Source: an optimization exercise on an open RTL-to-GDS flow (aim: small area). Production flows keep margins and buffers that such runs may drop.
Function was checked by simulation only, so behaviour that the tests miss may differ from the original.
No driver is modelled on the clock port, so clocking that relies on it looks cheaper here than on a real chip.

## job 9699
## spi_ram
module spi_ram(clk,rst_n,ss_n,mosi,miso);
input clk,rst_n,ss_n,mosi;
output miso;
wire [15:0] we, nwe;
wire [7:0] wdata, rdata;
wire [15:0] rgrp;
ram r(clk,we,nwe,wdata,rgrp,rdata);
spi_slave s(clk,rst_n,ss_n,mosi,miso,we,nwe,wdata,rgrp,rdata);
endmodule
Size: about 2,500 cells after synthesis, ~2,100 flip-flops, about 5 I/O pins, ~45,000 um^2 of cells after synthesis.
==> module spi_slave, before the edit <==
module spi_slave(clk, rst_n, ss_n, mosi, miso, we, nwe, wdata, rgrp, rdata);
input clk, rst_n, ss_n, mosi;
output miso;
output [15:0] we, nwe;
output [7:0] wdata;
output [15:0] rgrp;
input [7:0] rdata;
reg [4:0] cnt;         
reg [3:0] ph;          
reg wpend;             
reg m1;                
reg ta, tw;            
reg [7:0] addr;        
reg [7:0] wa, wd;      
reg [7:0] rb;          
wire typ = (cnt == 5'd7);                      
wire body = (cnt[4:3] == 2'b01);               
wire write = (cnt == 5'd15) & tw;
wire commit = wpend & (ph == wa[3:0]);
wire shift_out = (cnt >= 5'd19);                  
always @(posedge clk or negedge rst_n)
  if (~rst_n) begin
    cnt <= 5'd4;
    ph <= 4'd0;
    wpend <= 1'b0;
  end else begin
    ph <= {ph[2:0], ph[3] ^ (ph[2] | ~(ph[1] | ph[0]))};
    if (ss_n)
      cnt <= 5'd4;
    else if (~shift_out)
      cnt <= cnt + 5'd1;
    if (write)
      wpend <= 1'b1;
    else if (commit)
      wpend <= 1'b0;
  end
always @(posedge clk) begin
  m1 <= mosi;
  if (typ) begin
    ta <= ~mosi;
    tw <= mosi & ~m1;
  end
  if (body & ta)
    addr <= {addr[6:0], mosi};
  if (body & tw)
    wd <= {wd[6:0], mosi};
  if (write)
    wa <= addr;
  if (shift_out)
    rb <= {rb[6:0], 1'b0};
  else if (ph == addr[3:0])
    rb <= rdata;
end
assign miso = rb[7];
assign wdata = wd;
assign rgrp = 16'd1 << addr[7:4];
assign we = commit ? (16'd1 << wa[7:4]) : 16'd0;
assign nwe = ~we;
endmodule
export LEC_CHECK = 0
export CAP_MARGIN = 40
export CORE_MARGIN = 2
export CORE_UTILIZATION = 70
export SLEW_MARGIN = 40
export SYNTH_HIERARCHICAL = 1
create_clock -name core_clock -period 10.0 [get_ports {clk}]
standard.sh (not shown) runs the stock make flow with config.mk's settings and CLKGATE_MAP_FILE= SYNTH_SCRIPT=/design/flow/synth_recipe.tcl, a recipe that flattens the netlist after the stock synthesis.
==> flow/flow/run.sh <==
#!/bin/bash
# The standard layout, with two changes to clock tree synthesis: the sinks are
# clustered under clkbuf_8 leaf buffers without dummy loads, and afterwards
# post_cts.tcl upsizes every clock buffer whose sinks see a slow clock edge.
set -euo pipefail
here=$(pwd)
export CTS_ARGS="-sink_clustering_enable -repair_clock_nets -sink_clustering_size ${CTS_SIZE:-20} -sink_clustering_max_diameter ${CTS_DIAM:-60} -buf_list sky130_fd_sc_hd__clkbuf_8 -dont_use_dummy_load"
export POST_CTS_TCL="$here/flow/post_cts.tcl"
export CLK_SLEW_TARGET="${CLK_SLEW_TARGET:-0.110}"
bash standard.sh > "$here/standard.log" 2>&1
Other scripts of this flow, unchanged in this note and not shown: flow/flow/post_cts.tcl
Job 9699 reached the final stage; the timing, DRC and antenna checks on its layout passed.
Setup changes, job 9699 to job 5845
--- a/flow/design.v
+++ b/flow/design.v
@@ -11,25 +11,25 @@
 reg m1;                
 reg ta, tw;            
 reg [7:0] addr;        
 reg [7:0] wa, wd;      
 reg [7:0] rb;          
-wire typ = (cnt == 5'd7);                      
-wire body = (cnt[4:3] == 2'b01);               
-wire write = (cnt == 5'd15) & tw;
+wire typ = (cnt == 5'd3);                      
+wire body = (cnt >= 5'd4) & (cnt <= 5'd11);    
+wire write = (cnt == 5'd11) & tw;
 wire commit = wpend & (ph == wa[3:0]);
-wire shift_out = (cnt >= 5'd19);                  
+wire shift_out = (cnt >= 5'd15) & (cnt <= 5'd21);
 always @(posedge clk or negedge rst_n)
   if (~rst_n) begin
-    cnt <= 5'd4;
+    cnt <= 5'd0;
     ph <= 4'd0;
     wpend <= 1'b0;
   end else begin
-    ph <= {ph[2:0], ph[3] ^ (ph[2] | ~(ph[1] | ph[0]))};
+    ph <= ph + 4'd1;
     if (ss_n)
-      cnt <= 5'd4;
-    else if (~shift_out)
+      cnt <= 5'd0;
+    else if (cnt != 5'd31)
       cnt <= cnt + 5'd1;
     if (write)
       wpend <= 1'b1;
     else if (commit)
       wpend <= 1'b0;
## What came out
Job 5845 completed; timing, DRC and antenna clean. The final reports for job 5845 and job 9699 show total via count in the routed design higher in the former. Going from job 9699 to job 5845, combined area of all synthesized cells grew slightly. Diff job 9699 -> job 5845 | fraction of area in clock buffers and inverters | decrease of 0.17 points. In the tables for job 5845 and job 9699, final cell count reads lower with job 9699. Clock latency on the worst-skew pair came out lower on job 5845 than on job 9699. Side by side, inverter count turned out higher in job 5845 than in job 9699. Relative to job 9699, area overhead of the layout relative to synthesis has decreased by 0.34 points in job 5845. On total number of nets in the final design: between job 5845 and job 9699, it ends up higher for job 5845. Relative to job 9699, final hold slack increased by 0.017 ns in job 5845.

* * *

## 10-17
The RTL this note starts from:
==> flow/design.v <==
module spi_slave(clk, rst_n, ss_n, mosi, miso, we, wdata, rgrp, rdata);
input clk, rst_n, ss_n, mosi;
output miso;
output [15:0] we;
output [7:0] wdata;
output [3:0] rgrp;
input [7:0] rdata;
reg [4:0] cnt;         
reg [3:0] ph;          
reg wpend;             
reg [8:0] sh;          
reg [7:0] addr;        
reg [7:0] wa, wd;      
reg [7:0] rb;          
wire frame_end = (cnt == 5'd11);      
wire [7:0] fbyte = {sh[6:0], mosi};
wire set_addr = frame_end & ~sh[7];   
wire write = frame_end & sh[7] & ~sh[8];
wire commit = wpend & (ph == wa[3:0]);
wire shift_out = (cnt >= 5'd15) & (cnt <= 5'd21);
always @(posedge clk or negedge rst_n)
  if (~rst_n) begin
    cnt <= 5'd0;
    ph <= 4'd0;
    wpend <= 1'b0;
  end else begin
    ph <= ph + 4'd1;
    if (ss_n)
      cnt <= 5'd0;
    else if (cnt != 5'd31)
      cnt <= cnt + 5'd1;
    if (write)
      wpend <= 1'b1;
    else if (commit)
      wpend <= 1'b0;
  end
always @(posedge clk) begin
  sh <= {sh[7:0], mosi};
  if (set_addr)
    addr <= fbyte;
  if (write) begin
    wd <= fbyte;
    wa <= addr;
  end
  if (shift_out)
    rb <= {rb[6:0], 1'b0};
  else if (ph == addr[3:0])
    rb <= rdata;
end
assign miso = rb[7];
assign wdata = wd;
assign rgrp = addr[7:4];
assign we = commit ? (16'd1 << wa[7:4]) : 16'd0;
endmodule
module ram(clk, we, wdata, rgrp, rdata);
input clk;
input [15:0] we;       
input [7:0] wdata;
input [3:0] rgrp;      
output [7:0] rdata;    
wire [127:0] ins;
genvar g;
generate
  for (g = 0; g < 16; g = g + 1) begin : grp
    reg [127:0] r;     
    assign ins[8*g+7:8*g] = we[g] ? wdata : r[127:120];
    always @(posedge clk)
      r <= {r[119:0], ins[8*g+7:8*g]};
  end
endgenerate
assign rdata = ins[8*rgrp +: 8];
endmodule
module spi_ram(clk,rst_n,ss_n,mosi,miso);
input clk,rst_n,ss_n,mosi;
output miso;
wire [15:0] we;
wire [7:0] wdata, rdata;
wire [3:0] rgrp;
ram r(clk,we,wdata,rgrp,rdata);
spi_slave s(clk,rst_n,ss_n,mosi,miso,we,wdata,rgrp,rdata);
endmodule
Settings: LEC_CHECK=0, CAP_MARGIN=40, CORE_MARGIN=2, CORE_UTILIZATION=60, CTS_BUF_LIST=sky130_fd_sc_hd__clkbuf_4 sky130_fd_sc_hd__clkbuf_8, CTS_CLUSTER_DIAMETER=60, CTS_CLUSTER_SIZE=20, SLEW_MARGIN=40; clock period 10.0 ns.
run.sh (not shown) runs the stock make flow with config.mk's settings and CLKGATE_MAP_FILE= SYNTH_SCRIPT=/design/flow/synth_recipe.tcl, a recipe that flattens the netlist after the stock synthesis.
Stock flow here: none of the scripts above is used.
[inputs] 03-12 vs 10-17
==> flow/design.v <==
module spi_slave(clk, rst_n, ss_n, mosi, miso, we, wdata, rgrp, rdata);
input clk, rst_n, ss_n, mosi;
output miso;
output [15:0] we;
output [7:0] wdata;
output [15:0] rgrp;
input [7:0] rdata;
reg [4:0] cnt;         
reg [3:0] ph;          
reg wpend;             
reg m1;                
reg ta, tw;            
reg [7:0] addr;        
reg [7:0] wa, wd;      
reg [7:0] rb;          
wire typ = (cnt == 5'd3);                      
wire body = (cnt >= 5'd4) & (cnt <= 5'd11);    
wire write = (cnt == 5'd11) & tw;
wire commit = wpend & (ph == wa[3:0]);
wire shift_out = (cnt >= 5'd15) & (cnt <= 5'd21);
wire bypass = commit & (wa[7:4] == addr[7:4]);
always @(posedge clk or negedge rst_n)
  if (~rst_n) begin
    cnt <= 5'd0;
    ph <= 4'd0;
    wpend <= 1'b0;
  end else begin
    ph <= ph + 4'd1;
    if (ss_n)
      cnt <= 5'd0;
    else if (cnt != 5'd31)
      cnt <= cnt + 5'd1;
    if (write)
      wpend <= 1'b1;
    else if (commit)
      wpend <= 1'b0;
  end
always @(posedge clk) begin
  m1 <= mosi;
  if (typ) begin
    ta <= ~mosi;
    tw <= mosi & ~m1;
  end
  if (body & ta)
    addr <= {addr[6:0], mosi};
  if (body & tw)
    wd <= {wd[6:0], mosi};
  if (write)
    wa <= addr;
  if (shift_out)
    rb <= {rb[6:0], 1'b0};
  else if (ph == addr[3:0])
    rb <= bypass ? wd : rdata;
end
assign miso = rb[7];
assign wdata = wd;
assign rgrp = 16'd1 << addr[7:4];
assign we = commit ? (16'd1 << wa[7:4]) : 16'd0;
endmodule
module ram(clk, we, wdata, rgrp, rdata);
input clk;
input [15:0] we;       
input [7:0] wdata;
input [15:0] rgrp;     
output [7:0] rdata;    
wire [127:0] sel;
genvar g;
generate
  for (g = 0; g < 16; g = g + 1) begin : grp
    reg [127:0] r;     
    always @(posedge clk)
      r <= {r[119:0], we[g] ? wdata : r[127:120]};
    assign sel[8*g+7:8*g] = rgrp[g] ? r[127:120] : 8'd0;
  end
endgenerate
assign rdata = sel[7:0] | sel[15:8] | sel[23:16] | sel[31:24]
             | sel[39:32] | sel[47:40] | sel[55:48] | sel[63:56]
             | sel[71:64] | sel[79:72] | sel[87:80] | sel[95:88]
             | sel[103:96] | sel[111:104] | sel[119:112] | sel[127:120];
endmodule
module spi_ram(clk,rst_n,ss_n,mosi,miso);
input clk,rst_n,ss_n,mosi;
output miso;
wire [15:0] we;
wire [7:0] wdata, rdata;
wire [15:0] rgrp;
ram r(clk,we,wdata,rgrp,rdata);
spi_slave s(clk,rst_n,ss_n,mosi,miso,we,wdata,rgrp,rdata);
endmodule
## What came out
03-12: done, clean on timing, DRC and antenna
10-17 reached the final stage; the timing, DRC and antenna checks on its layout passed.
Per the comparison of 03-12 with 10-17, placed instance count fell by 7.3%; number of vias per cell after detailed routing fell by 1.6%; count of sequential standard cells stayed essentially flat; fraction of final layout cells with drive strength greater than 1 rose by 2.5 points.
Count of clock-net buffers in the final layout was lower in the run labelled 03-12.
The worst setup margin in 03-12 was higher than what 10-17 gave.

==> port drivers added, routing unchanged <==
How much do the figures lean on ideal ports? The routed layouts below were timed once more, with nothing changed but the port constraints. Step 1 (the two cells are an assumption about what drives the block):
set clk [get_ports {clk}]
set_driving_cell -lib_cell sky130_fd_sc_hd__clkbuf_16 $clk
set_driving_cell -lib_cell sky130_fd_sc_hd__buf_2 [delete_from_list [all_inputs] $clk]
Step 2 adds t to the input delays and takes it off the output delays; t is the mean of the earliest and latest rising clock arrival at the registers after step 1. Input paths then give back, and output paths get back, about the clock's delay inside the block. Three values: ideal, step 1, step 2; two values: the first two.
run	t, ns	slack for setup (ns)	hold slack, ns	clock arrival spread, ns
job 9699	0.681	6.136 / 6.136 / 6.136	0.284 / 0.284 / 0.284	0.056 / 0.056
job 5845	0.675	6.330 / 6.318 / 6.330	0.302 / 0.302 / 0.302	0.043 / 0.043
10-17	0.821	6.206 / 6.146 / 6.409	0.307 / 0.307 / 0.307	0.051 / 0.051
03-12	0.804	6.365 / 6.307 / 7.010	0.322 / 0.322 / 0.322	0.024 / 0.024
After both steps setup and hold are still met in every run listed.
